What follows belongs to an exercise in optimizing a design on an open flow for small area and a short achievable clock period; a production flow would make more cautious choices. In this exercise RTL edits were held to simulation tests only and were not proved equivalent to the original. The clock port is modelled as an ideal driver; clocking choices that lean on that would not hold on a real chip. Power is estimated from default activity; no workload was simulated.

`flow/flow/run.sh`:
```
#!/bin/bash
# Own layout flow: the standard ORFS flow (standard.sh, unchanged synthesis
# and SDC), run in two parts with a few optimisation knobs set through the
# environment:
#  - ports are buffered with a plain buf_2 instead of the delay buffer OpenROAD
#    picks by default (every port still gets its own buffer)
set -euo pipefail
export BUFFER_PORTS_ARGS="-buffer_cell sky130_fd_sc_hd__buf_2"

export SETUP_SLACK_MARGIN=5.65
bash standard.sh cts > flow_to_cts.log 2>&1
ws=$(sed -n 's/^worst slack max \([-0-9.]*\).*/\1/p' orfs/reports/*/Pipelined/base/4_cts_final.rpt | tail -1)
m=$(awk -v w="${ws:-0}" 'BEGIN { m = w - 0.02; if (m > 5.65) m = 5.65; if (m < 0) m = 0; printf "%.2f", m }')
echo "worst slack after CTS: ${ws:-unknown}; margin from global route on: $m" > flow_margin.log
export SETUP_SLACK_MARGIN=$m
bash standard.sh finish > flow_to_finish.log 2>&1
```
`flow/design.v`:
```
`timescale 1ns / 1ps
module Pipelined(s0, s1, s2, s3, s4, s5, s6, s7, t0, t1, t2, t3, t4, t5, t6, t7, t8, t9, CurrentPC, Instruction, SwitchClk_10, reset);
	input SwitchClk_10, reset;
	input [31:0] Instruction;
	output [31:0] s0, s1, s2, s3, s4, s5, s6, s7, t0, t1, t2, t3, t4, t5, t6, t7, t8, t9;
	output [31:0] CurrentPC;
	wire clk = SwitchClk_10;
	reg [31:2] PC;
	reg [31:0] IFID_Instr;
	reg [31:0] IDEX_A, IDEX_B, IDEX_X;
	reg [4:0]  IDEX_Dest;
	reg        IDEX_RegWrite, IDEX_MemRead, IDEX_MemWrite, IDEX_Beq, IDEX_Bne, IDEX_Jump;
	reg        IDEX_FA, IDEX_FBp, IDEX_FBn, IDEX_FX;
	reg        IDEX_SubOp, IDEX_And, IDEX_Or, IDEX_Slt, IDEX_Logic;
	reg [31:0] EXMEM_ALU, EXMEM_Data;
	reg [31:0] EXMEM_AddrOH;	 
	reg [4:0]  EXMEM_Dest;
	reg        EXMEM_RegWrite, EXMEM_MemRead, EXMEM_MemWrite, EXMEM_Taken;
	assign CurrentPC = {PC, 2'b00};
	wire taken = EXMEM_Taken;
	wire [31:0] dmem [0:31];
	wire [31:0] rf [0:31];
	assign rf[0] = 32'd0;
	genvar g;
	reg [31:0] dvalid;
	generate
		for (g = 0; g < 32; g = g + 1) begin : words
			reg [31:0] m;
			always @(posedge clk)
				if (EXMEM_MemWrite && EXMEM_AddrOH[g]) m <= EXMEM_Data;
			always @(posedge clk, posedge reset)
				if (reset) dvalid[g] <= 1'b0;
				else if (EXMEM_MemWrite && EXMEM_AddrOH[g]) dvalid[g] <= 1'b1;
			assign dmem[g] = m;
		end
	endgenerate
	reg [31:0] MemData;
	integer k;
	always @* begin
		MemData = 32'd0;
		for (k = 0; k < 32; k = k + 1)
			MemData = MemData | (dmem[k] & {32{EXMEM_AddrOH[k] & dvalid[k]}});
	end
	wire [31:0] WD = EXMEM_MemRead ? MemData : EXMEM_ALU;
	wire [31:0] rvalid;
	assign rvalid[0] = 1'b1;
	generate
		for (g = 1; g < 32; g = g + 1) begin : regs
			reg [31:0] r;
			if (g >= 8 && g <= 25) begin : vis
				always @(posedge clk, posedge reset) begin
					if (reset) r <= 0;
					else if (EXMEM_RegWrite && EXMEM_Dest == g) r <= WD;
				end
				assign rvalid[g] = 1'b1;
			end else begin : hid
				reg v;
				always @(posedge clk)
					if (EXMEM_RegWrite && EXMEM_Dest == g) r <= WD;
				always @(posedge clk, posedge reset)
					if (reset) v <= 1'b0;
					else if (EXMEM_RegWrite && EXMEM_Dest == g) v <= 1'b1;
				assign rvalid[g] = v;
			end
			assign rf[g] = r;
		end
	endgenerate
	assign t0 = rf[8];  assign t1 = rf[9];  assign t2 = rf[10]; assign t3 = rf[11];
	assign t4 = rf[12]; assign t5 = rf[13]; assign t6 = rf[14]; assign t7 = rf[15];
	assign s0 = rf[16]; assign s1 = rf[17]; assign s2 = rf[18]; assign s3 = rf[19];
	assign s4 = rf[20]; assign s5 = rf[21]; assign s6 = rf[22]; assign s7 = rf[23];
	assign t8 = rf[24]; assign t9 = rf[25];
	wire [5:0] op = IFID_Instr[31:26];
	wire [4:0] rs = IFID_Instr[25:21];
	wire [4:0] rt = IFID_Instr[20:16];
	wire [4:0] rd = IFID_Instr[15:11];
	wire [5:0] fn = IFID_Instr[5:0];
	wire [15:0] imm = IFID_Instr[15:0];
	wire isR   = op == 6'h00;
	wire isJ   = op == 6'h02;
	wire isBeq = op == 6'h04;
	wire isBne = op == 6'h05;
	wire isAndi = op == 6'h0c;
	wire isLw  = op == 6'h23;
	wire isSw  = op == 6'h2b;
	wire [4:0] dest = isR ? rd : rt;
	wire regWrite = !(isBeq || isBne || isJ || isSw) && dest != 0;
	wire useRt = isR || isBeq || isBne;
	wire stall = IDEX_MemRead && ((!isJ && rs == IDEX_Dest) || (useRt && rt == IDEX_Dest));
	wire fwdMemRs = EXMEM_RegWrite && EXMEM_Dest == rs;
	wire fwdMemRt = EXMEM_RegWrite && EXMEM_Dest == rt;
	wire [31:0] RD1 = fwdMemRs ? WD : rvalid[rs] ? rf[rs] : 32'd0;
	wire [31:0] RD2 = fwdMemRt ? WD : rvalid[rt] ? rf[rt] : 32'd0;
	wire subOp = isR && fn[2:1] == 2'b01;
	wire fwdExRt = IDEX_RegWrite && IDEX_Dest == rt;
	wire [31:2] brTarget = PC + {{14{imm[15]}}, imm};
	wire [31:0] target = isJ ? {PC[23:20], IFID_Instr[25:0], 2'b00} : {brTarget, 2'b00};
	wire [31:0] immOut = isAndi ? {16'd0, imm} : {{16{imm[15]}}, imm};
	wire kill = stall || taken;
	always @(posedge clk, posedge reset) begin
		if (reset) begin
			IDEX_RegWrite <= 0; IDEX_MemRead <= 0; IDEX_MemWrite <= 0;
			IDEX_Beq <= 0; IDEX_Bne <= 0; IDEX_Jump <= 0;
		end else if (kill) begin
			IDEX_RegWrite <= 0; IDEX_MemRead <= 0; IDEX_MemWrite <= 0;
			IDEX_Beq <= 0; IDEX_Bne <= 0; IDEX_Jump <= 0;
		end else begin
			IDEX_RegWrite <= regWrite; IDEX_MemRead <= isLw; IDEX_MemWrite <= isSw;
			IDEX_Beq <= isBeq; IDEX_Bne <= isBne; IDEX_Jump <= isJ;
		end
	end
	always @(posedge clk) begin
		IDEX_A <= RD1;
		IDEX_B <= useRt ? (RD2 ^ {32{subOp}}) : immOut;
		IDEX_X <= isSw ? RD2 : target;
		IDEX_Dest <= dest;
		IDEX_FA <= IDEX_RegWrite && IDEX_Dest == rs;
		IDEX_FBp <= fwdExRt && useRt && !subOp;
		IDEX_FBn <= fwdExRt && useRt && subOp;
		IDEX_FX <= fwdExRt && isSw;
		IDEX_SubOp <= subOp;
		IDEX_Slt <= subOp && fn[3];
		IDEX_And <= isAndi || (isR && fn[2] && !fn[0]);
		IDEX_Or  <= isR && fn[2] && fn[0];
		IDEX_Logic <= isAndi || (isR && fn[2]);
	end
	wire [31:0] A = IDEX_FA ? EXMEM_ALU : IDEX_A;
	wire [31:0] B = ({32{IDEX_FBp}} & EXMEM_ALU) | ({32{IDEX_FBn}} & ~EXMEM_ALU) |
	                ({32{!(IDEX_FBp || IDEX_FBn)}} & IDEX_B);
	wire [33:0] sum2 = {1'b0, A, 1'b1} + {1'b0, B, IDEX_SubOp};
	wire [32:0] sum = sum2[33:1];
	wire [31:0] logicRes = IDEX_And ? (A & B) : (A | B);
	wire [31:0] ALU = IDEX_Logic ? logicRes :
	                  IDEX_Slt ? {31'd0, !sum[32]} : sum[31:0];
	wire eq = A == B;	 
	wire fwdC = IDEX_MemWrite && EXMEM_MemRead && EXMEM_RegWrite && EXMEM_Dest == IDEX_Dest;
	wire [31:0] data = fwdC ? WD : IDEX_FX ? EXMEM_ALU : IDEX_X;
	wire [4:0] addr = sum[6:2];	 
	always @(posedge clk, posedge reset) begin
		if (reset) begin
			EXMEM_RegWrite <= 0; EXMEM_MemRead <= 0; EXMEM_MemWrite <= 0; EXMEM_Taken <= 0;
		end else if (taken) begin
			EXMEM_RegWrite <= 0; EXMEM_MemRead <= 0; EXMEM_MemWrite <= 0; EXMEM_Taken <= 0;
		end else begin
			EXMEM_RegWrite <= IDEX_RegWrite; EXMEM_MemRead <= IDEX_MemRead; EXMEM_MemWrite <= IDEX_MemWrite;
			EXMEM_Taken <= IDEX_Jump || (IDEX_Beq && eq) || (IDEX_Bne && !eq);
		end
	end
	always @(posedge clk) begin
		EXMEM_ALU <= ALU;
		EXMEM_AddrOH <= 32'd1 << addr;
		EXMEM_Data <= data;
		EXMEM_Dest <= IDEX_Dest;
	end
	always @(posedge clk, posedge reset) begin
		if (reset) begin
			PC <= 0;
			IFID_Instr <= 0;
		end else if (taken) begin
			PC <= EXMEM_Data[31:2];
			IFID_Instr <= 0;
		end else if (!stall) begin
			PC <= PC + 1'b1;
			IFID_Instr <= Instruction;
		end
	end
endmodule
```
`flow/constraint.sdc`:
```
create_clock -name core_clock -period 9.0 [get_ports {SwitchClk_10}]
set_input_delay 1.8000 -clock core_clock [delete_from_list [all_inputs] [get_ports {SwitchClk_10}]]
set_output_delay 1.8000 -clock core_clock [all_outputs]
set_load 0.01 [all_outputs]
```
`flow/config.mk`:
```
export PLATFORM = sky130hd
export DESIGN_NAME = Pipelined
export DESIGN_NICKNAME = Pipelined
export VERILOG_FILES = /design/flow/design.v
export SDC_FILE = /design/flow/constraint.sdc
export NUM_CORES = 4
export LEC_CHECK = 0
export CAP_MARGIN = 20
export CORE_MARGIN = 2
export CORE_UTILIZATION = 42
export CTS_CLUSTER_DIAMETER = 100
export CTS_CLUSTER_SIZE = 24
export PLACE_DENSITY = 0.52
export SLEW_MARGIN = 20
```
`flow/standard.sh`:
```
#!/bin/bash
# synth_recipe.tcl (not shown) runs the flow's synth.tcl, then flattens the netlist and writes it again
# the make line also repeats each setting of config.mk as NAME=value (left out here)
make -C /OpenROAD-flow-scripts/flow DESIGN_CONFIG=/design/flow/config.mk WORK_HOME=/design/flow/orfs CLKGATE_MAP_FILE= SYNTH_SCRIPT=/design/flow/synth_recipe.tcl "${@:-finish}"
```
==> metrics list, run 1 <==
- The run finished with no timing, DRC or antenna violations.
* Async set or reset register ratio after synthesis: 29.6%
- Gr busiest metal: met1
* Share of the cycle needed by the critical path after routing: 40.9%
- On the final layout, the worst clock skew is 0.0585 ns.
- Least-Margin Pin Slew: 1.31 ns
- Counting flops with a built-in enable in the synthesized netlist gives 1440.
- ANT nets after route: 0
- Final sum of negative setup slack: 0 ns
- The share of synthesized area in the top cell type comes to 43.0%.
* HPWL after DPL: 358000 um
- Setup repair after global routing missed its margin: yes
* Worst flop-to-flop path startpoint: IFID_Instr[22]$_DFFE_PP0P_
- Post-route setup slack: 5.32 ns
* First-pass iteration count of the detailed router: 22
- In this run switching power makes up 41.8% of total power.
- The die is 493 um tall.
* Worst Setup Slack post-DPL: 4.15 ns
- Post-Layout Inst Area: 0.118 mm^2
* Global-route usage over all layers: 45.8%
- Count of hold buffers inserted by post-cts repair: 0
* I/O pin count: 642
- The critical path goes through nand3b_1 -> nor2_4 -> buf_4 -> a22oi_1 -> nand4_1 -> nor3_1 -> nand3_1 -> a22o_1.
- The biggest area contributor in the post-synthesis netlist is edfxtp_1.
* Sink count of the clock tree: 2343
- Storage element area: 0.0655 mm^2
* Cell depth of the worst hold path: 0
- The count of buffers added on input and output ports is 639.
* Final count of pins violating max slew: 0
* Wire length of the first global-routing pass: 749000 um
- Die X-Extent: 493 um
* Antenna violations before repair: 46
* WP data required: 9.82 ns
* Count of final hold-check violations: 0
* Maximum vdd drop: 0.216 mV
- The path with the worst hold slack has its endpoint at EXMEM_Dest[1]$_DFF_P_.
- The internal portion of the total power is 21.6 mW.
- Type of element capturing the critical path: register
- Worst skew pair latency: 0.90 ns
* Vias post-DR: 85000
- TritonCTS clock tree: built
- Setup violations remaining at the end of the flow were counted as 0.
- Maximum achievable frequency: 272 MHz
* CP Launch Type: register
* Number of maximum-capacitance constraint violations: 0
- Die area: 0.243 mm^2
- Cells fill 49.4% of the core in the end.
* Number of distinct library cell variants in the gate-level netlist after synthesis: 89
- Met1 usage: 64.1%
- Combinational cells account for 35.1% of the total power.
- Net switching power: 15.5 mW
- Vias in the first global route: 78100
- In this run the tightest slew margin relative to its limit is 12.6%.
- Post-synthesis sequential area ratio: 64.4%
* Slowest cell on crit path: dfrtp_2
- The first routing iteration left 16500 violations.
- Clock transition time at the flip-flop clock pins of the worst setup and hold paths: 0.11 ns
* Synthesis-to-finish area growth: 17.0%
- Number of cell rows: 179
* Worst-case reg-to-reg path depth: 8
- Longest individual stage delay on the worst path: 0.72 ns
- Syn Area/Cell: 13.4 um^2
- Count of placed standard cells including taps: 11000
- Excluding fillers, the count of instances in the completed layout stands at 11600.
- By instance count, the leading cell after synthesis is edfxtp_1.
* Worst hold path class: reg2reg
- In this run the static leakage power is 44.3 nW.
- R2r setup slk: 5.32 ns
* Crit Path Category: reg2reg
- Detail-routed net length per standard cell: 49.4 um
- Data arrival at the endpoint of the critical path: 4.50 ns
* Register bit count reported by yosys: 2343
- CTS placed an instance of clkbuf_16 at the clock tree root.
- Core ar.: 0.238 mm^2
- The startpoint identified for the worst hold timing path is IDEX_Dest[1]$_DFF_P_.
* Final weighted congestion in routability-driven placement: 1.04
- Crit path time final: 3.68 ns
* Met3 track utilization from global routing: 15.7%
- For this run, the number of Yosys warnings is 1.
- Multi-input gate area: 0.0351 mm^2
- Along the worst path, the maximum fanout reaches 22.
- Post-Syn Instances: 7503
- Counting the buffers created by CTS gives 117.
* Starting density of the core: 42.3%
- The worst register-to-register path ends at IDEX_A[0]$_DFF_P_.
- Power density of the placed cells: 316 mW/mm^2
- Hold WS: 0.446 ns
- Top post-synthesis cells by count: edfxtp_1, a22oi_1, dfrtp_1
- By area the synthesized netlist is led by edfxtp_1, dfrtp_1, a22oi_1.
- For this run, design rule violations remaining after detail routing come to 0.
- Summed over all layers, the global routing overflow is 0.
- Largest net degree at the start of global routing: 161
- Post-Syn Area: 0.101 mm^2
- Most used flip-flop cell after synthesis: edfxtp_1
- The layout has 20900 filler cells.
* Wirelength, routed: 574000 um
- Sequential cells burn 47.4% of the power.
- CP startpoint: IFID_Instr[22]$_DFFE_PP0P_
- Deepest clock path buffer count: 3
* Via-to-Cell Ratio: 7.31
* Total Nets Final: 8472
- Number of H-tree levels: 3
* Met2 global-route usage: 62.7%
* Total Power: 37.2 mW
* Layout cell share with drive strength beyond 1: 35.7%
- Share of total power in the clock network: 17.5%
* Total placed instance area: 0.109 mm^2
==> cell type report <==
type | count | area share, %
Antenna cell | 17 | 0.0361
Clock buffer | 183 | 2.72
Clock inverter | 36 | 0.444
Inverter | 96 | 0.316
Multi-Input combinational cell | 4468 | 29.8
Sequential cell | 2343 | 55.6
Tap cell | 3167 | 3.37
Timing Repair Buffer | 1316 | 7.66
==> timing repair <==
action | CTS | global route
gates resized for setup | 864 | 18
setup buffers | 393 | 11
cloned | 3 | 1
pin swaps | 40 | 9
endpoints found under the setup margin | 813 | 21
==> flip-flops by register name (all words and copies together), names as in the netlist, 5 cells and up <==
register	flops
IDEX_Dest	5
IDEX_X	32
words.m	1024
EXMEM_Data	32
regs.hid.v	13
EXMEM_AddrOH	32
EXMEM_Dest	5
dvalid	32
IDEX_B	32
regs.r	992
EXMEM_ALU	32
PC	30
IDEX_A	32
IFID_Instr	32
==> worst max-delay path: cells and delay by family (launching register included) <==
family / cells / cell delay, ns
compound gates: 2 / 0.39
buf+inv: 1 / 0.71
flops: 1 / 0.72
simple gates: 5 / 1.69
==> layer usage <==
layer / vias up / part of all wire, %
li1: 31100 / -
met1: 44300 / 39
met2: 7916 / 40
met3: 1681 / 14
met4: 26 / 6.3
met5: - / 0.084
==> cells by family (layout without fill, tap and decap cells) <==
family / count (synthesis) / count (layout) / synth area share [%]
flops: 2343 / 2343 / 64.4
simple gates: 1679 / 1680 / 8.61
compound gates: 1895 / 1896 / 14.4
mux: 708 / 708 / 7.82
fa+ha+maj: 97 / 97 / 1.22
other cells: 1 / 19 / 0.00373
buf+inv: 695 / 1631 / 2.79
xor+xnor: 85 / 85 / 0.740
==> power by group through the flow <==
| stage | logic [mW] | registers, mW | clock network (mW) |
|---|---|---|---|
| floorplan | 4.00 | 16.7 | 0 |
| global placement | 9.44 | 18.6 | 0 |
| detailed placement | 9.53 | 18.6 | 0 |
| CTS | 12.4 | 17.4 | 6.48 |
| global route | 13.2 | 17.6 | 6.83 |
| finish | 13.0 | 17.6 | 6.51 |
==> how the worst max path moves through the flow <==
stage | cells after the start | slack [ns] | end
3_5_place_dp | 11 | 4.15 | IDEX_X[31]$_DFF_P_
6_report | 8 | 5.32 | IDEX_A[0]$_DFF_P_
2_1_floorplan | 1 | -2.28 | EXMEM_MemRead$_DFF_PP0_
4_1_cts | 10 | 5.47 | IDEX_X[30]$_DFF_P_
3_3_place_gp | 11 | 4.22 | IDEX_X[31]$_DFF_P_
5_1_grt | 13 | 5.41 | EXMEM_ALU[29]$_DFF_P_
==> layout by cell type (no fill, tap or decap), types with 85 or more instances in the layout <==
cell       netlist  layout
edfxtp_1      1440    1440
a22oi_1        936     935
buf_4            4     627
mux2_2         584     584
buf_2           77     582
dfrtp_2          0     529
nand2_1        413     404
and3_1         245     241
nor2_1         284     224
dfxtp_1        210     191
nand4_1        180     180
dfrtp_1        693     158
nand3_1        156     154
a22o_1         139     139
a21oi_1        125     122
mux2i_1        120     118
clkbuf_16        0     118
a221oi_1       120     117
o21ai_0        123     114
a222oi_1        96      96
inv_1           95      93
buf_6           11      85
==> inputs of run 2 (changes only) <==
--- a/flow/design.v
+++ b/flow/design.v
@@ -8,4 +8,5 @@
 	reg [31:2] PC;
 	reg [31:0] IFID_Instr;
+	reg [31:1] IFID_RsOH, IFID_RtOH;
 	reg [31:0] IDEX_A, IDEX_B, IDEX_X;
 	reg [4:0]  IDEX_Dest;
@@ -90,6 +91,16 @@
 	wire fwdMemRs = EXMEM_RegWrite && EXMEM_Dest == rs;
 	wire fwdMemRt = EXMEM_RegWrite && EXMEM_Dest == rt;
-	wire [31:0] RD1 = fwdMemRs ? WD : rvalid[rs] ? rf[rs] : 32'd0;
-	wire [31:0] RD2 = fwdMemRt ? WD : rvalid[rt] ? rf[rt] : 32'd0;
+	reg [31:0] rfRs, rfRt;
+	integer j;
+	always @* begin
+		rfRs = 32'd0;
+		rfRt = 32'd0;
+		for (j = 1; j < 32; j = j + 1) begin
+			rfRs = rfRs | (rf[j] & {32{IFID_RsOH[j] & rvalid[j]}});
+			rfRt = rfRt | (rf[j] & {32{IFID_RtOH[j] & rvalid[j]}});
+		end
+	end
+	wire [31:0] RD1 = fwdMemRs ? WD : rfRs;
+	wire [31:0] RD2 = fwdMemRt ? WD : rfRt;
 	wire subOp = isR && fn[2:1] == 2'b01;
 	wire fwdExRt = IDEX_RegWrite && IDEX_Dest == rt;
@@ -153,14 +164,25 @@
 		EXMEM_Dest <= IDEX_Dest;
 	end
+	function [31:1] onehot(input [4:0] r);
+		integer i;
+		for (i = 1; i < 32; i = i + 1)
+			onehot[i] = r == i;
+	endfunction
 	always @(posedge clk, posedge reset) begin
 		if (reset) begin
 			PC <= 0;
 			IFID_Instr <= 0;
+			IFID_RsOH <= 0;
+			IFID_RtOH <= 0;
 		end else if (taken) begin
 			PC <= EXMEM_Data[31:2];
 			IFID_Instr <= 0;
+			IFID_RsOH <= 0;
+			IFID_RtOH <= 0;
 		end else if (!stall) begin
 			PC <= PC + 1'b1;
 			IFID_Instr <= Instruction;
+			IFID_RsOH <= onehot(Instruction[25:21]);
+			IFID_RtOH <= onehot(Instruction[20:16]);
 		end
 	end
==> run 2 against run 1 <==
Still clean. Fmax grew 1.8%. Synthesized cell count fell by 3.1%. Wire length is 7.9% lower. Clock-buffer cell count is 4 lower. Core utilization decreased by 1.5 points. Combinational power decreased by 19%. Flip-flop and latch count rose by 62.
==> metrics list, run 2 <==
- The first-pass detailed-route iteration total is 10 (-55%).
- Post-Syn Instances: 7269 (-3.1%)
- The initial antenna violation count was 40 (-13%).
* Crit Path Category: reg2reg
- Highest fanout seen on the critical path: 19 (-14%)
* Most common cell in the netlist: edfxtp_1
* Cells taking the most area after synthesis: edfxtp_1, dfrtp_1, mux2_2
- Max FFs per register: 1024 (unchanged)
- The total routing usage reported by global routing came to 42.1% (-3.7 points).
* Headroom to the max-slew limit: 13.0% (+0.42 points)
* Number of cell rows: 180 (+0.56%)
- Die X-Extent: 495 um (+0.28%)
- Sink count of the clock tree: 2405 (+2.6%)
* Total placed instance area: 0.109 mm^2 (about the same)
- The total number of yosys warnings came to 1 (unchanged).
- The count of distinct cell types in the synthesized netlist is 93 (+4.5%).
- The power per cell area was 305 mW/mm^2 (-3.5%).
- TritonCTS built the clock tree.
- Setup Viol. Count Final: 0 (unchanged)
- Vias in the first global route: 74900 (-4.1%)
- Proportion of netlist area held by the largest area contributor: 42.7% (-0.24 points)
* Worst-case reg-to-reg path depth: 8 (unchanged)
* Number of buffers created by CTS: 115 (-1.7%)
* Run status: no timing/DRC/antenna violations
* Biggest register: words.m
- The global-route wire length before repair came to 697000 um (-7.0%).
* Layout cell share with drive strength beyond 1: 29.6% (-6.1 points)
- The critical path ends at IDEX_B[17]$_DFF_P_.
- Data arrival at the endpoint of the critical path: 4.34 ns (-0.16 ns)
* Die H: 495 um (+0.28%)
- The setup slack at placement was 4.49 ns (+0.340 ns).
- Worst clock skew: 0.0468 ns (-0.0117 ns)
- EDFF count, synth: 1440 (unchanged)
- The async set-reset flop share out of synthesis was 31.4% (+1.8 points).
- Post-synthesis sequential area ratio: 65.6% (+1.2 points)
* Total Nets Final: 7962 (-6.0%)
* Synthesis-to-finish area growth: 13.8%
- Leaving out fill and tap cells, the most frequent cell in the layout is edfxtp_1.
* Clock transition time at the flip-flop clock pins of the worst setup and hold paths: 0.11 ns (about the same)
* Count of final hold-check violations: 0 (unchanged)
- In this run the critical register-to-register path is launched from IFID_RtOH[16]$_DFFE_PP0P_.
* Die area: 0.245 mm^2 (+0.56%)
- WP data required: 9.73 ns (-0.09 ns)
- Cells along the critical path: buf_4 -> a22o_1 -> a221oi_1 -> nand4_1 -> nand4b_1 -> o22ai_2 -> xnor2_1 -> o21ai_0
- The average size of a mapped cell is 13.9 um^2 (+3.8%).
- The number of vias after detailed routing came to 79900 (-6.0%).
- The worst supply voltage drop on vdd is 0.239 mV (+11%).
- Crit path time final: 3.61 ns (-0.0652 ns)
- Setup repair after global routing could not meet its margin everywhere.
- The count of port buffers added during placement came to 639 (unchanged).
- Number of maximum-capacitance constraint violations: 0 (unchanged)
* Post-route setup slack: 5.39 ns (+0.0652 ns)
* Filler cell count in the final layout: 21300 (+2.1%)
- The overall power consumption is 35.1 mW (-5.6%).
- Summed over all instances, the cell type with the most area after synthesis is edfxtp_1.
- I/O pin count: 642 (unchanged)
* CP startpoint: IFID_RtOH[16]$_DFFE_PP0P_
- Terminus of the critical flop-to-flop path: IDEX_B[17]$_DFF_P_
- Count of hold buffers inserted by post-cts repair: 0 (unchanged)
- Share of the cycle needed by the critical path after routing: 40.1% (-0.72 points)
- Most used flip-flop cell after synthesis: edfxtp_1
- Slowest cell on crit path: dfrtp_2
- The critical path's largest stage delay is 0.80 ns (+0.08 ns).
- Clk Tree Root Cell: clkbuf_16
* Leak: 42.2 nW (-4.6%)
- Starting density of the core: 42.1% (-0.12 points)
* Launch instance of the worst min-delay path: IDEX_Dest[3]$_DFF_P_
- Largest registers ranked by flip-flop count: words.m: 1024 flops, regs.r: 992 flops
- The initial detailed-routing violation count came to 14300 (-13%).
- DRC violations left: 0 (unchanged)
- The final RePlAce weighted congestion is 1.00 (-3.7%).
* Fraction of the core area covered by cells at the end of the flow: 48.0% (-1.5 points)
- The clock network latency to the later pin of the worst-skew pair was 0.88 ns (-0.02 ns).
- The total routed wirelength came to 529000 um (-7.9%).
- Commonest cells after routing, fill and taps aside: edfxtp_1, a22oi_1, mux2_2
* Total global routing overflow: 0 (unchanged)
- The maximum operating frequency was 277 MHz (+1.8%).
- Detail-routed net length per standard cell: 47.5 um (-3.7%)
* Final count of pins violating max slew: 0 (unchanged)
* Register bit count reported by yosys: 2405 (+2.6%)
- HPWL after DPL: 333000 um (-7.0%)
- R2r setup slk: 5.39 ns (+0.07 ns)
- ANT nets after route: 0 (unchanged)
- The worst setup path is launched from a register.
- The path class of the tightest hold or removal check is reg2reg.
- Final sum of negative setup slack: 0 ns (unchanged)
* Core ar.: 0.240 mm^2 (+0.84%)
- Post-Syn Area: 0.101 mm^2 (+0.56%)
* Least-Margin Pin Slew: 1.30 ns (-0.00633 ns)
- Top post-synthesis cells by count: edfxtp_1, dfrtp_1, a22oi_1
- The average via count per standard cell came to 7.19 (-1.7%).
- Number of H-tree levels: 3 (unchanged)
* Post-Layout Inst Area: 0.115 mm^2 (-2.2%)
- Largest net degree at the start of global routing: 145 (-9.9%)
- The worst setup path is captured at a register.
- The worst-case clock buffer depth came to 3 (unchanged).
run 2: worst min path at each step:
stage / to / slack [ns] / cells past startpoint
6_report: EXMEM_Dest[3]$_DFF_P_ / 0.44 / 0
5_1_grt: EXMEM_Dest[1]$_DFF_P_ / 0.46 / 0
4_1_cts: EXMEM_Dest[3]$_DFF_P_ / 0.45 / 0
3_5_place_dp: EXMEM_Dest[3]$_DFF_P_ / 0.45 / 0
3_3_place_gp: dvalid[26]$_DFFE_PP0P_ / 0.44 / 1
2_1_floorplan: EXMEM_Dest[0]$_DFF_P_ / 0.40 / 0
run 2: cell type report:
cell class / count / area [um^2] / share of cell area [%]
antenna: 19 / 47.5 / 0.0413
clock buffer: 179 / 3200 / 2.78
clock inverter: 24 / 315 / 0.274
inverter: 91 / 345 / 0.300
multi-input combinational: 4205 / 33800 / 29.3
sequential: 2405 / 66700 / 57.9
tap: 3185 / 3990 / 3.46
timing repair buffer: 1014 / 6830 / 5.93
run 2: stage by stage:
step / hold slack (ns) / cells
after global placement: 0.442 / 10700
after CTS: 0.446 / 11100
after detailed placement: 0.445 / 10700
final: 0.437 / 11100
after floorplan: 0.397 / 7270
after global routing: 0.463 / 11100
run 2: metal layers:
layer,up-vias,track usage [%],part of all wire [%],wire [um]
met2,6653,62.3,43,226000
met4,24,29.2,9.0,47500
met5,-,0,0.042,224
met1,41200,50.8,35,184000
li1,30100,-,-,-
met3,1912,15.8,13,70400
run 2: report_power, final:
part	switching [mW]	internal (mW)	total [mW]
Sequential	3.61	14.5	18.2
Clock	3.81	2.57	6.38
Combinational	6.73	3.82	10.5
run 2: cell families after synthesis:
group / after synthesis / synth area share, %
flip-flops: 2405 / 65.6
other: 1 / 0.00371
XOR/XNOR: 113 / 0.978
AO/OA/AOI/OAI: 2064 / 15.9
buffers and inverters: 670 / 2.66
adder cells (fa/ha/maj): 96 / 1.20
AND/OR/NAND/NOR: 1269 / 6.49
multiplexers: 651 / 7.16
run 2: worst max-delay path, delay by kind of cell (launching register included):
family	cells	cell delay, ns
flip-flops	1	0.80
buffers and inverters	1	0.50
XOR/XNOR	1	0.15
AO/OA/AOI/OAI	4	1.36
AND/OR/NAND/NOR	2	0.64
run 2: timing repair:
| action | in CTS | in global routing |
|---|---|---|
| setup endpoints to repair | 751 | 17 |
| resized for setup | 488 | 15 |
| buffers inserted | 140 | 3 |
| pin swaps | 63 | 13 |
| cloned | 13 | 0 |
==> inputs of run 3 (changes only) <==
--- a/flow/design.v
+++ b/flow/design.v
@@ -106,6 +106,7 @@
 	wire fwdExRt = IDEX_RegWrite && IDEX_Dest == rt;
 	wire [31:2] brTarget = PC + {{14{imm[15]}}, imm};
-	wire [31:0] target = isJ ? {PC[23:20], IFID_Instr[25:0], 2'b00} : {brTarget, 2'b00};
-	wire [31:0] immOut = isAndi ? {16'd0, imm} : {{16{imm[15]}}, imm};
+	wire [31:0] immOut = isJ ? {PC[23:20], IFID_Instr[25:0], 2'b00} :
+	                     (isBeq || isBne) ? {brTarget, 2'b00} :
+	                     isAndi ? {16'd0, imm} : {{16{imm[15]}}, imm};
 	wire kill = stall || taken;
 	always @(posedge clk, posedge reset) begin
@@ -124,5 +125,5 @@
 		IDEX_A <= RD1;
 		IDEX_B <= useRt ? (RD2 ^ {32{subOp}}) : immOut;
-		IDEX_X <= isSw ? RD2 : target;
+		IDEX_X <= isSw ? RD2 : immOut;
 		IDEX_Dest <= dest;
 		IDEX_FA <= IDEX_RegWrite && IDEX_Dest == rs;
==> run 3 against run 2 <==
Synthesized cell count rose by 2.5%. Largest cell class unchanged. Via count increased by 0.90%. Global-route usage shrank 0.065 points. Sequential power down 8%. Sequential share of layout area decreased by 0.31 points. Register-to-register slack better by 0.099 ns. Non-clock buffer count grew 55. Worst hold slack lost 0.013 ns.
==> metrics list, run 3 <==
* CP Launch Type: register
- Largest net degree at the start of global routing: 149 (+2.8%)
* Count of placed standard cells including taps: 10900 (+1.3%)
- The clock skew after layout was 0.0709 ns (+0.0241 ns).
- The average via count per standard cell was 7.13 (-0.72%).
* Number of buffers created by CTS: 121 (+5.2%)
* Syn Area/Cell: 13.6 um^2 (-2.1%)
- Post-Syn Area: 0.102 mm^2 (+0.37%)
- The leakage power came to 42.5 nW (+0.50%).
- The height of the chip is 496 um (+0.19%).
- The initial core utilization came to 42.2% (+0.079 points).
* Combinational share of power: 29.6% (-0.5 points)
- Largest registers ranked by flip-flop count: words.m: 1024 flops, regs.r: 992 flops
- The data arrival time of the worst path came to 4.30 ns (-0.04 ns).
- The remaining design rule violation count is 0 (unchanged).
- ANT nets after route: 0 (unchanged)
- The worst-case clock buffer depth was 3 (unchanged).
- Among all stages on the critical path, the largest delay is contributed by a221oi_1.
* Seq pwr share: 50.4% (-1.4 points)
- Initial DRC Count: 13900 (-3.1%)
* Die area: 0.246 mm^2 (+0.37%)
* Least-Margin Pin Slew: 1.32 ns (+0.0189 ns)
- Total Nets Final: 8150 (+2.4%)
* Post-Layout Inst Area: 0.116 mm^2 (+0.56%)
* Clk Tree Root Cell: clkbuf_16
* I/O pin count: 642 (unchanged)
- The net switching power of the design came to 12.9 mW (-8.7%).
- The number of synthesized register bits was 2405 (unchanged).
* Post-synthesis sequential area ratio: 65.3% (-0.24 points)
* Top post-synthesis cells by count: edfxtp_1, dfrtp_1, a22oi_1
- First-pass iteration count of the detailed router: 9 (-1)
* Final weighted congestion in routability-driven placement: 1.01 (+0.33%)
- Clock transition time at the flip-flop clock pins of the worst setup and hold paths: 0.11 ns (about the same)
* TritonCTS clock tree: built
- Biggest register: words.m
- The number of H-tree levels is 3 (unchanged).
* Worst hold path class: reg2reg
- Most used flip-flop cell after synthesis: edfxtp_1
- Maximum achievable frequency: 285 MHz (+2.8%)
- The area share of the largest cell type after synthesis was 42.6% (-0.16 points).
* Post-route setup slack: 5.49 ns (+0.0989 ns)
- Wire length of the first global-routing pass: 698000 um (+0.24%)
* Async set or reset register ratio after synthesis: 31.4% (unchanged)
* Total global routing overflow: 0 (unchanged)
* Cells taking the most area after synthesis: edfxtp_1, dfrtp_1, mux2_2
- Switch share: 39.1% (-1.2 points)
- Wirelength, routed: 530000 um (+0.29%)
* Antenna violations before repair: 48 (+20%)
* Port buffer count: 639 (unchanged)
- The clock sink total is 2405 (unchanged).
- The total number of yosys warnings came to 1 (unchanged).
- The number of vias after detailed routing came to 80700 (+0.90%).
- Headroom to the max-slew limit: 11.5% (-1.6 points)
- The count of distinct cell types in the synthesized netlist is 82 (-12%).
- The clock group share of total power came to 19.9% (+1.7 points).
* Layout cell share with drive strength beyond 1: 29.8% (+0.26 points)
- The horizontal extent of the die came to 496 um (+0.19%).
* Cells along the critical path: and2_2 -> buf_6 -> a22o_1 -> a221oi_1 -> nand4_1 -> o32a_1 -> buf_4 -> o21ai_4 -> xnor2_1 -> nor2_1 -> a31oi_1
- edfxtp_1 takes more of the synthesized area than any other cell.
- Count of final hold-check violations: 0 (unchanged)
* Power density of the placed cells: 285 mW/mm^2 (-6.4%)
- The count of final max-slew check failures is 0 (unchanged).
- From synthesis to final layout, the design area changed by 14.1%.
- Worst skew pair latency: 0.91 ns (+0.03 ns)
- The count of flip-flops with a built-in enable after synthesis was 1440 (unchanged).
* Core ar.: 0.241 mm^2 (+0.19%)
* Share of the cycle needed by the critical path after routing: 39.0% (-1.1 points)
- Total Power: 33.0 mW (-5.8%)
- The placed wire-length estimate after detailed placement is 328000 um (-1.4%).
* Vias in the first global route: 76200 (+1.7%)
- Fraction of the core area covered by cells at the end of the flow: 48.1% (+0.18 points)
- The number of standard-cell rows in the floorplan was 180 (unchanged).
* Type of element capturing the critical path: register
- Post-Syn Instances: 7450 (+2.5%)
* Setup Viol. Count Final: 0 (unchanged)
- Crit path time final: 3.51 ns (-0.0989 ns)
- Detail-routed net length per standard cell: 46.9 um (-1.3%)
* Crit Path Category: reg2reg
* Run status: no timing/DRC/antenna violations
- Worst Setup Slack post-DPL: 4.82 ns (+0.329 ns)
* Most common cell in the netlist: edfxtp_1
- Number of standard cells in the final layout excluding fillers: 11300 (+1.6%)
- Commonest non-fill, non-tap cell in the layout: edfxtp_1
- The area after detailed placement is 0.109 mm^2 (+0.29%).
* Global-route usage over all layers: 42.0% (-0.065 points)
- Longest individual stage delay on the worst path: 0.43 ns (-0.37 ns)
* Maximum vdd drop: 0.198 mV (-17%)
* Number of maximum-capacitance constraint violations: 0 (unchanged)
- The library cells used most frequently in the layout, excluding fill and tap cells, are edfxtp_1, a22oi_1, mux2_2.
- Highest fanout seen on the critical path: 34 (+15)
- The internal cell power was 20.1 mW (-3.9%).
- The number of flip-flops in the largest register came to 1024 (unchanged).
- Setup repair after global routing missed its margin: yes
- The required time of the critical path was 9.79 ns (+0.06 ns).
run 3: cell types whose count changed after synthesis, sizes merged, moves of 27 or more:
cell    change
nand2      +36
a22o       -53
clkbuf     +75
a22oi      -55
a21oi      +98
a221oi     +41
nand4      -29
nor3       +48
nor2       +51
buf        -27
run 3: repair_timing:
action,CTS,global route
pin swaps,37,8
resized for setup,482,18
endpoints found under the hold margin,0,0
setup endpoints to repair,627,15
cloned,7,0
setup buffers,177,5
hold buffers,0,0
run 3: power by group through the flow:
stage / clock [mW] / combinational, mW / sequential (mW)
2_1_floorplan: 0 / 3.57 / 15.9
3_3_place_gp: 0 / 8.05 / 16.9
3_5_place_dp: 0 / 8.09 / 16.9
4_1_cts: 6.57 / 9.43 / 16.5
5_1_grt: 6.92 / 10.1 / 16.7
6_report: 6.58 / 9.79 / 16.7
run 3: logic make-up after synthesis:
family          count (synthesis)  share of synthesized area, %
flops                        2405                          65.3
compound gates               2073                          15.6
simple gates                 1352                          6.70
buf+inv                       726                          2.79
mux                           655                          7.18
xor+xnor                      142                          1.22
fa+ha+maj                      96                          1.20
other cells                     1                       0.00369
run 3: metal layers:
metal	wire length, um	share of wire, %	GRT usage [%]
met5	111	0.021	0
met4	47700	9.0	29.8
met1	191000	36	52.9
met3	63100	12	11.8
met2	229000	43	62.5
run 3: critical path: cells and delay by family, from the launching register on:
family | cells | cell delay (ns)
AOI/OAI and AO/OA | 5 | 1.60
buffers and inverters | 2 | 0.58
DFF | 1 | 0.38
and+or+nand+nor | 3 | 0.64
xor gates and xnor gates | 1 | 0.16
run 3: worst paths after layout:
check                                             from                    endpoint  slack [ns]  cells past startpoint
worst max-delay path            dvalid[18]$_DFFE_PP0P_           IDEX_B[6]$_DFF_P_        5.49                     11
worst min-delay path              IDEX_Dest[1]$_DFF_P_       EXMEM_Dest[1]$_DFF_P_        0.42                      0
worst max register to register  dvalid[18]$_DFFE_PP0P_           IDEX_B[6]$_DFF_P_        5.49                     11
worst min register to register    IDEX_Dest[1]$_DFF_P_       EXMEM_Dest[1]$_DFF_P_        0.42                      0
max in group asynchronous                        reset  regs[14].r[11]$_DFFE_PP0P_        6.02                      4
min in group asynchronous                        reset   regs[4].hid.v$_DFFE_PP0P_        0.92                      2
run 3: stage by stage:
step                hold WS (ns)   TNS, ns
detailed placement         0.409         0
global route               0.426         0
global placement           0.415         0
CTS                        0.421         0
floorplan                  0.397  -2379.23
finish                     0.425         0
run 3: final cells by class:
| class | count | area [um^2] |
|---|---|---|
| Antenna cell | 21 | 52.6 |
| Clock buffer | 163 | 3250 |
| Clock inverter | 38 | 468 |
| Fill cell | 21400 | 125000 |
| Inverter | 98 | 377 |
| Multi-Input combinational cell | 4325 | 33700 |
| Sequential cell | 2405 | 66700 |
| Tap cell | 3185 | 3990 |
| Timing Repair Buffer | 1069 | 7270 |
==> inputs of run 4 (changes only) <==
--- a/flow/design.v
+++ b/flow/design.v
@@ -41,7 +41,8 @@
 		MemData = 32'd0;
 		for (k = 0; k < 32; k = k + 1)
-			MemData = MemData | (dmem[k] & {32{EXMEM_AddrOH[k] & dvalid[k]}});
+			MemData = MemData | (dmem[k] & {32{EXMEM_AddrOH[k]}});
 	end
-	wire [31:0] WD = EXMEM_MemRead ? MemData : EXMEM_ALU;
+	wire memOK = |(EXMEM_AddrOH & dvalid);
+	wire [31:0] WD = EXMEM_MemRead ? (memOK ? MemData : 32'd0) : EXMEM_ALU;
 	wire [31:0] rvalid;
 	assign rvalid[0] = 1'b1;
@@ -101,12 +102,9 @@
 		end
 	end
-	wire [31:0] RD1 = fwdMemRs ? WD : rfRs;
-	wire [31:0] RD2 = fwdMemRt ? WD : rfRt;
 	wire subOp = isR && fn[2:1] == 2'b01;
 	wire fwdExRt = IDEX_RegWrite && IDEX_Dest == rt;
 	wire [31:2] brTarget = PC + {{14{imm[15]}}, imm};
-	wire [31:0] immOut = isJ ? {PC[23:20], IFID_Instr[25:0], 2'b00} :
-	                     (isBeq || isBne) ? {brTarget, 2'b00} :
-	                     isAndi ? {16'd0, imm} : {{16{imm[15]}}, imm};
+	wire [31:0] target = isJ ? {PC[23:20], IFID_Instr[25:0], 2'b00} : {brTarget, 2'b00};
+	wire [31:0] immOut = isAndi ? {16'd0, imm} : {{16{imm[15]}}, imm};
 	wire kill = stall || taken;
 	always @(posedge clk, posedge reset) begin
@@ -123,7 +121,9 @@
 	end
 	always @(posedge clk) begin
-		IDEX_A <= RD1;
-		IDEX_B <= useRt ? (RD2 ^ {32{subOp}}) : immOut;
-		IDEX_X <= isSw ? RD2 : immOut;
+		IDEX_A <= fwdMemRs ? WD : rfRs;
+		IDEX_B <= (useRt && fwdMemRt && !subOp) ? WD :
+		          (useRt && fwdMemRt && subOp) ? ~WD :
+		          useRt ? (rfRt ^ {32{subOp}}) : immOut;
+		IDEX_X <= (isSw && fwdMemRt) ? WD : isSw ? rfRt : target;
 		IDEX_Dest <= dest;
 		IDEX_FA <= IDEX_RegWrite && IDEX_Dest == rs;
==> run 4 against run 3 <==
Highest routed layer unchanged. Worst hold slack better by 0.016 ns. Flip-flop and latch count unchanged. Clock power is essentially flat. Combinational power up 24%. Cell count increased by 4.2%. Worst setup slack lost 0.056 ns.
==> metrics list, run 4 <==
- Run status: no timing/DRC/antenna violations
* Sink count of the clock tree: 2405 (unchanged)
- Leak: 42.1 nW (-0.80%)
- The count of flip-flops with a built-in enable after synthesis came to 1440 (unchanged).
- The area after detailed placement is 0.107 mm^2 (-1.7%).
- Wirelength, routed: 506000 um (-4.6%)
* Post-synthesis sequential area ratio: 66.4% (+1.0 points)
- The sequential share of power is 49.1% (-1.3 points).
- The initial core utilization came to 42.2% (-0.062 points).
- The most used flip-flop cell after synthesis is edfxtp_1.
- Share of the synthesized area in compound gates (AO/OA/AOI/OAI): 19.7% (+4.1 points)
* Max FFs per register: 1024 (unchanged)
- Number of H-tree levels: 3 (unchanged)
* Detail-routed net length per standard cell: 42.9 um (-8.4%)
- Share of total power in the clock network: 18.0% (-1.9 points)
- The largest registers in the layout are words.m: 1024 flops, regs.r: 992 flops.
- Dominant combinational cell family by area after synthesis: compound AO/OA/AOI/OAI gates
- By startpoint and endpoint, the worst setup path is classified as reg2reg.
- The average size of a mapped cell came to 12.5 um^2 (-8.0%).
* Register bit count reported by yosys: 2405 (unchanged)
- ANT nets after route: 0 (unchanged)
- The average via count per standard cell came to 7.00 (-1.9%).
* CP Launch Type: register
* DRC violations left: 0 (unchanged)
* Die area: 0.242 mm^2 (-1.5%)
- The placeable core region is 0.237 mm^2 (-1.4%).
- The worst slew margin relative to its limit is 6.66% (-4.8 points).
* Setup Viol. Count Final: 0 (unchanged)
- Post-route setup slack: 5.43 ns (-0.0564 ns)
- Share of synthesized area spent on multiplexers: 0.427% (-6.7 points)
* Deepest clock path buffer count: 3 (unchanged)
* Type of element capturing the critical path: register
* Final weighted congestion in routability-driven placement: 0.985 (-2.3%)
* Post-Syn Instances: 7971 (+7.0%)
* Worst hold path class: reg2reg
- The switching fraction of total power was 42.1% (+3.0 points).
* I/O pin count: 642 (unchanged)
- Proportion of netlist area held by the largest area contributor: 43.3% (+0.67 points)
* Die H: 492 um (-0.77%)
* Largest area contributor in the netlist: edfxtp_1
- Clock transition time at the flip-flop clock pins of the worst setup and hold paths: 0.11 ns (about the same)
- Combinational share of power: 32.9% (+3.3 points)
* Initial DRC Count: 14300 (+3.2%)
- More flip-flops sit in one register than any other, and that register is words.m.
- TritonCTS clock tree: built
- Commonest cells after routing, fill and taps aside: edfxtp_1, a22oi_1, nand2_1
* Die X-Extent: 492 um (-0.77%)
- Number of distinct library cell variants in the gate-level netlist after synthesis: 69 (-16%)
- The placed wire-length estimate after detailed placement was 310000 um (-5.4%).
- The final total negative setup slack was 0 ns (unchanged).
* Total global routing overflow: 0 (unchanged)
- First-pass iteration count of the detailed router: 11 (+2)
* Storage element area: 0.0668 mm^2 (+0.15%)
- Post-synthesis share of cell area spent on full adders, half adders and majority gates: 1.22% (+0.019 points)
- Xor/xnor cell area share of the yosys netlist: 1.26% (+0.035 points)
* Vias post-DR: 82500 (+2.3%)
* Wire length of the first global-routing pass: 675000 um (-3.4%)
- The internal cell power came to 21.2 mW (+5.5%).
* Warnings from Yosys: 1 (unchanged)
* Final count of pins violating max slew: 0 (unchanged)
* WP data required: 9.68 ns (-0.11 ns)
- Post-Syn Area: 0.100 mm^2 (-1.5%)
- Data arrival at the endpoint of the critical path: 4.25 ns (-0.05 ns)
- The setup slack at placement was 4.38 ns (-0.441 ns).
- The actual transition at the worst max-transition pin is 1.40 ns (+0.0767 ns).
- Vias in the first global route: 76600 (+0.50%)
- The clock network latency to the later pin of the worst-skew pair was 0.87 ns (-0.04 ns).
- The net switching power of the design came to 15.4 mW (+19%).
- The power per cell area was 323 mW/mm^2 (+13%).
- The worst supply voltage drop on vdd came to 0.210 mV (+5.9%).
* Total Nets Final: 8632 (+5.9%)
* Commonest non-fill, non-tap cell in the layout: edfxtp_1
- The number of buffers added by the clock tree synthesis step is 119 (-1.7%).
* Number of cell rows: 179 (-0.56%)
* Global-route usage over all layers: 40.5% (-1.6 points)
- Most common cell in the netlist: edfxtp_1
* Multi-input gate area: 0.0315 mm^2 (-6.6%)
- The fraction of the core area covered by cells at the end of the flow was 47.9% (-0.28 points).
- Top post-synthesis cells by count: edfxtp_1, a22oi_1, nand2_1
* Synthesis-to-finish area growth: 13.6%
- Basic-gate share of the synthesized area counting and, or, nand and nor cells: 8.09% (+1.4 points)
- The clock skew after layout came to 0.0641 ns (-0.00685 ns).
* Maximum achievable frequency: 280 MHz (-1.6%)
* Port buffer count: 639 (unchanged)
- The finished layout cell area came to 0.114 mm^2 (-2.0%).
* Count of hold buffers inserted by post-cts repair: 0 (unchanged)
- The async set-reset flop share out of synthesis was 31.4% (unchanged).
* Share of the cycle needed by the critical path after routing: 39.7% (+0.63 points)
- The number of filler instances in the final layout is 21300 (-0.83%).
* Clk Tree Root Cell: clkbuf_16
* Highest fanout seen on the critical path: 14 (-59%)
- The proportion of layout cells with a drive suffix above 1 is 21.5% (-8.3 points).
* Setup repair after global routing missed its margin: yes
- The largest net degree at the start of global routing was 165 (+11%).
- Crit path time final: 3.57 ns (+0.0564 ns)
- Number of maximum-capacitance constraint violations: 0 (unchanged)
- The initial antenna violation count came to 30 (-38%).
- Count of final hold-check violations: 0 (unchanged)
- Cells taking the most area after synthesis: edfxtp_1, dfrtp_1, a22oi_1
==> run 4: cell types whose count changed after synthesis, sizes merged, moves of 41 or more <==
cell    delta
clkbuf   +112
a211oi    +42
mux2     -579
o22ai     -41
o21ai    +582
buf       -77
nor3      -92
nand2    +451
a22oi    +240
nor2b     +45
a221oi    -76
==> run 4: power by group through the flow <==
stage / registers (mW) / logic [mW] / clock network [mW]
5_1_grt: 18.0 / 12.6 / 6.90
3_3_place_gp: 18.3 / 10.2 / 0
6_report: 18.0 / 12.1 / 6.59
3_5_place_dp: 18.4 / 10.3 / 0
4_1_cts: 17.8 / 11.6 / 6.55
2_1_floorplan: 16.9 / 4.71 / 0
==> run 4: logic make-up after synthesis <==
kind of cell	count (synthesis)
flip-flops	2405
XOR/XNOR	131
adder cells (fa/ha/maj)	96
AO/OA/AOI/OAI	2793
AND/OR/NAND/NOR	1720
other	1
multiplexers	42
buffers and inverters	783
==> run 4: timing repair <==
item / in CTS / in global routing
gates resized for setup: 422 / 30
buffers inserted: 179 / 11
cloned: 5 / 1
endpoints found under the setup margin: 941 / 16
pin swaps: 16 / 11
==> run 4: critical path: stages, from the launching register on <==
cell and delay (ns):
dfrtp_2 0.63, buf_4 0.36, buf_4 0.34, a22o_1 0.28, a221oi_1 0.25, nand4_1 0.14
nor2_1 0.15, nand4_1 0.52, o21ai_0 0.57, a22oi_1 0.12
==> run 4: worst paths after layout <==
path	startpoint	slack, ns	end	depth (start not counted)
hold / removal	IDEX_Dest[1]$_DFF_P_	0.44	EXMEM_Dest[1]$_DFF_P_	0
max in group asynchronous	reset	5.86	regs[11].r[26]$_DFFE_PP0P_	4
setup reg to reg	IFID_RtOH[21]$_DFFE_PP0P_	5.43	IDEX_X[17]$_DFF_P_	9
hold reg to reg	IDEX_Dest[1]$_DFF_P_	0.44	EXMEM_Dest[1]$_DFF_P_	0
setup / recovery	IFID_RtOH[21]$_DFFE_PP0P_	5.43	IDEX_X[17]$_DFF_P_	9
min in group asynchronous	reset	1.07	IFID_Instr[9]$_DFFE_PP0P_	2
==> run 4: through the flow <==
stage	power, mW	hold WS, ns	cells
final	36.7	0.441	11800
after detailed placement	28.6	0.424	11400
after CTS	36.0	0.444	11800
after floorplan	21.6	0.397	7972
after global routing	37.5	0.451	11800
after global placement	28.5	0.424	11400
==> run 4: cell type report <==
type / instances / share of cell area (%)
sequential: 2405 / 58.8
clock buffer: 187 / 2.99
tap: 3167 / 3.49
antenna: 19 / 0.0419
multi-input combinational: 4786 / 27.7
timing repair buffer: 1069 / 6.19
clock inverter: 28 / 0.304
inverter: 121 / 0.408
==> run 4: layer usage <==
| metal | wire length, um | part of all wire (%) | track usage (%) | up-vias |
|---|---|---|---|---|
| met4 | 38600 | 7.6 | 24.8 | 18 |
| li1 | - | - | - | 32000 |
| met3 | 62300 | 12 | 12.5 | 1769 |
| met2 | 225000 | 45 | 62.1 | 6628 |
| met5 | 106 | 0.021 | 0.0397 | - |
| met1 | 180000 | 36 | 50.1 | 42100 |
==> inputs of run 5 (changes only) <==
--- a/flow/flow/run.sh
+++ b/flow/flow/run.sh
@@ -8,8 +8,8 @@
 export BUFFER_PORTS_ARGS="-buffer_cell sky130_fd_sc_hd__buf_2"
 
-export SETUP_SLACK_MARGIN=5.65
+export SETUP_SLACK_MARGIN=5.75
 bash standard.sh cts > flow_to_cts.log 2>&1
 ws=$(sed -n 's/^worst slack max \([-0-9.]*\).*/\1/p' orfs/reports/*/Pipelined/base/4_cts_final.rpt | tail -1)
-m=$(awk -v w="${ws:-0}" 'BEGIN { m = w - 0.02; if (m > 5.65) m = 5.65; if (m < 0) m = 0; printf "%.2f", m }')
+m=$(awk -v w="${ws:-0}" 'BEGIN { m = w - 0.02; if (m > 5.75) m = 5.75; if (m < 0) m = 0; printf "%.2f", m }')
 echo "worst slack after CTS: ${ws:-unknown}; margin from global route on: $m" > flow_margin.log
 export SETUP_SLACK_MARGIN=$m
==> run 5 against run 4 <==
Core utilization rose by 2.4 points. Worst hold slack worse by 0.051 ns. Via count increased by 3.0%. Die area stayed put. Largest power group unchanged.
==> metrics list, run 5 <==
- Run status: no timing/DRC/antenna violations
- Crit path time final: 3.54 ns (-0.0325 ns)
- The clock skew after layout was 0.0571 ns (-0.00694 ns).
* Power density of the placed cells: 330 mW/mm^2 (+2.1%)
* Die H: 492 um (unchanged)
- Terminus of the critical flop-to-flop path: IDEX_X[23]$_DFF_P_
- The worst-case clock buffer depth was 3 (unchanged).
* Hold Path End: EXMEM_Dest[1]$_DFF_P_
- The data arrival time of the worst path was 4.26 ns (about the same).
- The horizontal extent of the die is 492 um (unchanged).
- Count of hold buffers inserted by post-cts repair: 0 (unchanged)
- Xor/xnor cell area share of the yosys netlist: 1.26% (unchanged)
- The critical path's largest stage delay came to 0.63 ns (about the same).
- First-pass iteration count of the detailed router: 11 (unchanged)
- R2r setup slk: 5.46 ns (+0.03 ns)
- Launch instance of the worst min-delay path: IDEX_Dest[1]$_DFF_P_
- Maximum vdd drop: 0.221 mV (+5.2%)
- Basic-gate share of the synthesized area counting and, or, nand and nor cells: 8.09% (unchanged)
* Synthesis-to-finish area growth: 19.2%
* Least-Margin Pin Slew: 1.23 ns (-0.170 ns)
* Post-synthesis share of cell area spent on full adders, half adders and majority gates: 1.22% (unchanged)
- The amount of wire on met3 after detailed routing came to 65700 um (+5.4%).
- TritonCTS built the clock tree.
* Port buffer count: 639 (unchanged)
- Crit Path Category: reg2reg
* Share of synthesized area spent on multiplexers: 0.427% (unchanged)
- The clock network latency to the later pin of the worst-skew pair came to 0.87 ns (about the same).
* Number of buffers created by CTS: 116 (-2.5%)
- Via-to-Cell Ratio: 6.93 (-1.0%)
- Clock transition time at the flip-flop clock pins of the worst setup and hold paths: 0.11 ns (about the same)
- Proportion of netlist area held by the largest area contributor: 43.3% (unchanged)
- WP data required: 9.72 ns (+0.04 ns)
* Slowest cell on crit path: dfrtp_2
- Final sum of negative setup slack: 0 ns (unchanged)
- Warnings from Yosys: 1 (unchanged)
* Number of standard cells in the final layout excluding fillers: 12300 (+4.1%)
* Vias post-DR: 84900 (+3.0%)
- The boundary pin count is 642 (unchanged).
- Core ar.: 0.237 mm^2 (unchanged)
- Biggest register: words.m
- Global-route usage over all layers: 41.2% (+0.74 points)
- The final critical-path share of the clock period came to 39.3% (-0.36 points).
- Wire length of the first global-routing pass: 690000 um (+2.2%)
* Dominant combinational cell family by area after synthesis: compound AO/OA/AOI/OAI gates
- HPWL after DPL: 309000 um (-0.40%)
- Commonest non-fill, non-tap cell in the layout: edfxtp_1
* Initial DRC Count: 14000 (-2.0%)
- Total Power: 39.3 mW (+7.2%)
- The sum of overflow across all layers after global routing was 0 (unchanged).
* Worst flop-to-flop path startpoint: IFID_RtOH[11]$_DFFE_PP0P_
- The number of instances in the synthesized netlist was 7971 (unchanged).
* Antenna violations before repair: 34 (+13%)
- The count of flip-flops with a built-in enable after synthesis was 1440 (unchanged).
- The average routed wire per standard cell came to 41.9 um (-2.3%).
* Setup repair after global routing missed its margin: yes
- The count of final max-slew check failures is 0 (unchanged).
- Largest registers ranked by flip-flop count: words.m: 1024 flops, regs.r: 992 flops
- The max-capacitance violation count came to 0 (unchanged).
- Vias in the first global route: 80400 (+4.9%)
- The worst setup path is captured at a register.
* CP startpoint: IFID_RtOH[11]$_DFFE_PP0P_
- The worst slew margin relative to its limit was 18.0% (+11 points).
- The tree is rooted in a clkbuf_16.
- Sink count of the clock tree: 2405 (unchanged)
- Share of the synthesized area in compound gates (AO/OA/AOI/OAI): 19.7% (unchanged)
- The proportion of layout cells with a drive suffix above 1 is 26.1% (+4.6 points).
- The average size of a mapped cell is 12.5 um^2 (unchanged).
* Number of cell rows: 179 (unchanged)
- After detailed routing, no signal wire sits above met5.
* Worst hold path class: reg2reg
- Cell depth of the worst hold path: 0 (unchanged)
- Filler cell count in the final layout: 20900 (-1.7%)
- The remaining design rule violation count is 0 (unchanged).
- The async set-reset flop share out of synthesis is 31.4% (unchanged).
- The total routed wirelength was 514000 um (+1.6%).
- Worst Setup Slack post-DPL: 4.72 ns (+0.343 ns)
- Post-route setup slack: 5.46 ns (+0.0325 ns)
- Number of H-tree levels: 3 (unchanged)
* Count of final hold-check violations: 0 (unchanged)
- In the synthesized netlist, the cells that appear most often are edfxtp_1, a22oi_1, nand2_1.
- The fraction of the core area covered by cells at the end of the flow came to 50.3% (+2.4 points).
- Summed over all instances, the cell type with the most area after synthesis is edfxtp_1.
* Die area: 0.242 mm^2 (unchanged)
- STA classifies the critical path startpoint as a register.
- Largest net degree at the start of global routing: 161 (-2.4%)
- Most common cell in the netlist: edfxtp_1
- Routed length on met2: 227000 um (+0.82%)
- Worst-case reg-to-reg path depth: 10 (+1)
- Post-Syn Area: 0.100 mm^2 (unchanged)
- The count of distinct cell types in the synthesized netlist was 69 (unchanged).
* Most used flip-flop cell after synthesis: edfxtp_1
- Final weighted congestion in routability-driven placement: 0.983 (-0.21%)
* Total Nets Final: 9109 (+5.5%)
- Maximum achievable frequency: 283 MHz (+0.92%)
- The number of placed instances with taps included was 11400 (+0.062%).
- The leakage power was 44.8 nW (+6.5%).
- Highest fanout seen on the critical path: 14 (unchanged)
- Cells along the critical path: buf_4 -> buf_4 -> a221oi_1 -> nand4_1 -> nor2_1 -> nand4_1 -> nor2_1 -> a211oi_2 -> a21oi_1 -> o21ai_0
- The number of flip-flops in the largest register is 1024 (unchanged).
* Starting density of the core: 42.2% (unchanged)
- Routed metal-1 wirelength: 181000 um (+0.45%)
- Register bit count reported by yosys: 2405 (unchanged)
- The sequential-to-total area share from yosys stat was 66.4% (unchanged).
- The total setup violations reported at the end of the flow was 0 (unchanged).
- The residual antenna-violating net count after detailed routing was 0 (unchanged).
- In the layout the commonest cells are edfxtp_1, buf_4, a22oi_1.
* Cells taking the most area after synthesis: edfxtp_1, dfrtp_1, a22oi_1
-- run 5: per-stage QoR --
stage / area (um^2) / hold slack [ns]
6_report: 119000 / 0.390
3_5_place_dp: 107000 / 0.425
3_3_place_gp: 107000 / 0.430
2_1_floorplan: 100000 / 0.397
5_1_grt: 119000 / 0.419
4_1_cts: 119000 / 0.408
-- run 5: where the power goes --
| group | leakage [nW] | switching, mW | total, mW | internal, mW |
|---|---|---|---|---|
| combinational | 19.3 | 9.72 | 15.7 | 6.01 |
| clock | 1.67 | 3.82 | 6.34 | 2.52 |
| sequential | 23.9 | 2.65 | 17.2 | 14.6 |
-- run 5: worst max-delay path by stage --
stage / to / slack (ns) / cells after the start
after global placement: regs[1].r[12]$_DFFE_PP_ / 4.62 / 8
after floorplan: EXMEM_MemRead$_DFF_PP0_ / -3.15 / 1
after global routing: EXMEM_ALU[31]$_DFF_P_ / 5.48 / 15
after CTS: IDEX_X[26]$_DFF_P_ / 5.56 / 10
after detailed placement: IDEX_X[26]$_DFF_P_ / 4.72 / 11
final: IDEX_X[23]$_DFF_P_ / 5.46 / 10
-- run 5: worst max-delay path, delay by kind of cell (launching register included) --
family	cells	cell delay (ns)
DFF	1	0.63
buffers and inverters	2	0.69
AOI/OAI and AO/OA	4	1.07
and+or+nand+nor	4	0.94
-- run 5: what timing repair did --
| item | in CTS | in global routing |
|---|---|---|
| gates cloned | 10 | 0 |
| buffers inserted | 653 | 6 |
| gates resized for setup | 986 | 11 |
| pin swaps | 40 | 2 |
| endpoints found under the setup margin | 1693 | 16 |
-- run 5: cell type report --
type / count / area (um^2) / share of cell area [%]
diodes: 24 / 60.1 / 0.0504
inverters: 121 / 468 / 0.393
clock inverters: 27 / 282 / 0.236
flip-flops and latches: 2405 / 66900 / 56.1
multi-input cells: 4786 / 31600 / 26.6
repair buffers: 1547 / 12700 / 10.7
clock buffers: 181 / 3190 / 2.68
well taps: 3167 / 3960 / 3.32
repair inverters: 2 / 10.0 / 0.00840
-- run 5: cells by family (layout without fill, tap and decap cells) --
group | after synthesis | count (layout)
other | 1 | 26
muxes | 42 | 42
adders and majority gates | 96 | 96
xor gates and xnor gates | 131 | 131
AOI/OAI and AO/OA | 2793 | 2795
buffers and inverters | 783 | 1878
DFF | 2405 | 2405
and+or+nand+nor | 1720 | 1720
-- run 5: per-layer routing --
layer / global-route usage, % / vias to the layer above
li1: - / 32900
met5: 0.218 / -
met4: 25.7 / 14
met1: 50.4 / 43200
met2: 62.9 / 6983
met3: 13.7 / 1849
==> inputs of run 6 (changes only) <==
==> flow/flow/run.sh (replaced) <==
#!/bin/bash
# Own layout flow: the standard ORFS flow (standard.sh, unchanged synthesis
# and SDC), run in two parts with a few optimisation knobs set through the
# environment:
#  - ports are buffered with a plain buf_1 instead of the delay buffer OpenROAD
#    picks by default (every port still gets its own buffer)
set -euo pipefail
export BUFFER_PORTS_ARGS="-buffer_cell sky130_fd_sc_hd__buf_1"

export SETUP_SLACK_MARGIN=5.65
bash standard.sh cts > flow_to_cts.log 2>&1
ws=$(sed -n 's/^worst slack max \([-0-9.]*\).*/\1/p' orfs/reports/*/Pipelined/base/4_cts_final.rpt | tail -1)
m=$(awk -v w="${ws:-0}" 'BEGIN { m = w + 0.05; if (m > 5.7) m = 5.7; if (m < 0) m = 0; printf "%.2f", m }')
echo "worst slack after CTS: ${ws:-unknown}; margin from global route on: $m" > flow_margin.log
export SETUP_SLACK_MARGIN=$m
bash standard.sh finish > flow_to_finish.log 2>&1
==> run 6 against run 5 <==
Synthesized cell count stayed put. Clock power is 3.8% higher. Combinational power is 24% lower. Still clean on timing, DRC and antenna. Cell count is 4.5% lower. Global-route usage is 0.44 points lower. Final area is 5.4% lower. Clock-buffer cell count is 4 higher. Largest power group unchanged.
==> metrics list, run 6 <==
* Die H: 492 um (unchanged)
* Worst flop-to-flop path startpoint: IFID_RtOH[21]$_DFFE_PP0P_
* Final weighted congestion in routability-driven placement: 0.965 (-1.7%)
* Leak: 40.5 nW (-9.6%)
- After synthesis, the cell types taking the most area are edfxtp_1, dfrtp_1, a22oi_1.
- Clk Tree Root Cell: clkbuf_16
* I/O pin count: 642 (unchanged)
- The shortest clock period the worst path allows after layout came to 3.60 ns (+0.0642 ns).
- The count of port buffers added during placement came to 639 (unchanged).
- The worst slew margin relative to its limit is 14.7% (-3.3 points).
- Worst clock skew: 0.0518 ns (-0.00532 ns)
- The area of the multi-input gates came to 0.0316 mm^2 (about the same).
- The overall power consumption came to 36.5 mW (-7.1%).
- Final sum of negative setup slack: 0 ns (unchanged)
- The initial detailed-routing violation count is 13700 (-2.2%).
- Top post-synthesis cells by count: edfxtp_1, a22oi_1, nand2_1
* Post-Layout Inst Area: 0.113 mm^2 (-5.4%)
* Post-Syn Area: 0.100 mm^2 (unchanged)
* Filler cell count in the final layout: 21300 (+2.2%)
- The average routed wire per standard cell was 43.5 um (+3.6%).
* Commonest non-fill, non-tap cell in the layout: edfxtp_1
- Number of distinct library cell variants in the gate-level netlist after synthesis: 69 (unchanged)
* WP data required: 9.71 ns (about the same)
- Layout cell share with drive strength beyond 1: 15.6% (-11 points)
- Total placed instance area: 0.106 mm^2 (-0.86%)
- The average via count per standard cell is 7.01 (+1.2%).
* Worst-case reg-to-reg path depth: 9 (-1)
- The first-pass detailed-route iteration total came to 7 (-4).
* HPWL after DPL: 309000 um (+0.13%)
- The actual transition at the worst max-transition pin is 1.28 ns (+0.0492 ns).
- Warnings from Yosys: 1 (unchanged)
* Die area: 0.242 mm^2 (unchanged)
- Number of standard cells in the final layout excluding fillers: 11700 (-4.5%)
- The placeable core region came to 0.237 mm^2 (unchanged).
- The number of vias after detailed routing came to 82100 (-3.3%).
* Clock transition time at the flip-flop clock pins of the worst setup and hold paths: 0.10 ns (about the same)
- Type of element capturing the critical path: register
* Register bit count reported by yosys: 2405 (unchanged)
- TritonCTS clock tree: built
* Wirelength, routed: 509000 um (-1.0%)
* Worst skew pair latency: 0.85 ns (-0.02 ns)
- The number of placed instances with taps included is 11300 (-0.17%).
- R2r setup slk: 5.40 ns (-0.06 ns)
- The sum of overflow across all layers after global routing was 0 (unchanged).
- Setup repair after global routing missed its margin: yes
* Run status: no timing/DRC/antenna violations
- Most common cell in the netlist: edfxtp_1
* Vias in the first global route: 77000 (-4.2%)
* Maximum achievable frequency: 278 MHz (-1.8%)
## run 6: cell types whose count changed in the layout (fill, tap and decap cells not counted), moves of 104 or more
| cell | before | now |
|---|---|---|
| buf_1 | 0 | 397 |
| buf_2 | 281 | 148 |
| buf_4 | 859 | 391 |
| buf_6 | 381 | 53 |
| dfrtp_1 | 408 | 512 |
| dfrtp_2 | 343 | 239 |
## run 6: worst min-delay path by stage
stage	startpoint	end	slack, ns	depth (start not counted)
6_report	IDEX_Dest[1]$_DFF_P_	EXMEM_Dest[1]$_DFF_P_	0.44	0
5_1_grt	IDEX_Dest[1]$_DFF_P_	EXMEM_Dest[1]$_DFF_P_	0.45	0
4_1_cts	IDEX_Dest[1]$_DFF_P_	EXMEM_Dest[1]$_DFF_P_	0.44	0
3_5_place_dp	IDEX_Dest[1]$_DFF_P_	EXMEM_Dest[1]$_DFF_P_	0.42	0
3_3_place_gp	IDEX_Dest[1]$_DFF_P_	EXMEM_Dest[1]$_DFF_P_	0.43	0
2_1_floorplan	IDEX_Dest[0]$_DFF_P_	EXMEM_Dest[0]$_DFF_P_	0.40	0
## run 6: layout make-up
cell class,instances,share of cell area [%]
timing repair buffer,1009,5.52
clock buffer,185,2.95
sequential,2405,59.2
tap,3167,3.51
antenna,11,0.0244
multi-input combinational,4787,28.0
inverter,121,0.408
clock inverter,28,0.351
## run 6: stage by stage
stage | hold WS, ns | utilization (%)
after floorplan | 0.397 | -
after global placement | 0.426 | 44.8
after detailed placement | 0.425 | 44.8
after CTS | 0.439 | 47.5
after global routing | 0.452 | 47.5
final | 0.441 | 47.5
## run 6: cells by family (layout without fill, tap and decap cells)
family / after synthesis / after routing / synth area share, %
compound gates: 2793 / 2796 / 19.7
xor+xnor: 131 / 131 / 1.26
fa+ha+maj: 96 / 96 / 1.22
buf+inv: 783 / 1343 / 2.99
flops: 2405 / 2405 / 66.4
mux: 42 / 42 / 0.427
other cells: 1 / 13 / 0.00375
simple gates: 1720 / 1720 / 8.09
## run 6: power breakdown
part	internal, mW	switching (mW)	total [mW]
clock	2.73	3.85	6.58
combinational	3.68	8.24	11.9
sequential	14.5	3.47	18.0
## run 6: critical path, cell delays in order (launching register included)
cell      delay (ns)
dfrtp_2         1.13
buf_4           0.59
a222oi_1        0.22
nand4_1         0.12
nor2_1          0.06
nand4_1         0.28
nor2_1          0.09
a211oi_2        0.50
a21oi_1         0.15
o21ai_1         0.27
## run 6: repair_timing
item,CTS,global route
endpoints found under the setup margin,1181,48
pin swaps,27,9
setup buffers,138,3
cloned,8,0
gates resized for setup,681,15
hold endpoints to repair,0,0
## run 6: routing by layer
metal  vias to the layer above  track usage (%)
met5                         -                0
met4                        32             25.9
met3                      1866             13.8
met2                      6498             61.9
met1                     41900             49.8
li1                      31800                -

Re-timed with assumed drivers on the ports (clkbuf_16 on the clock, buf_2 on other inputs), run 6 has 5.399 ns of setup slack against 5.399 ns with ideal ports, and 5.192 ns once port delays also move by the mid clock arrival of 0.941 ns.
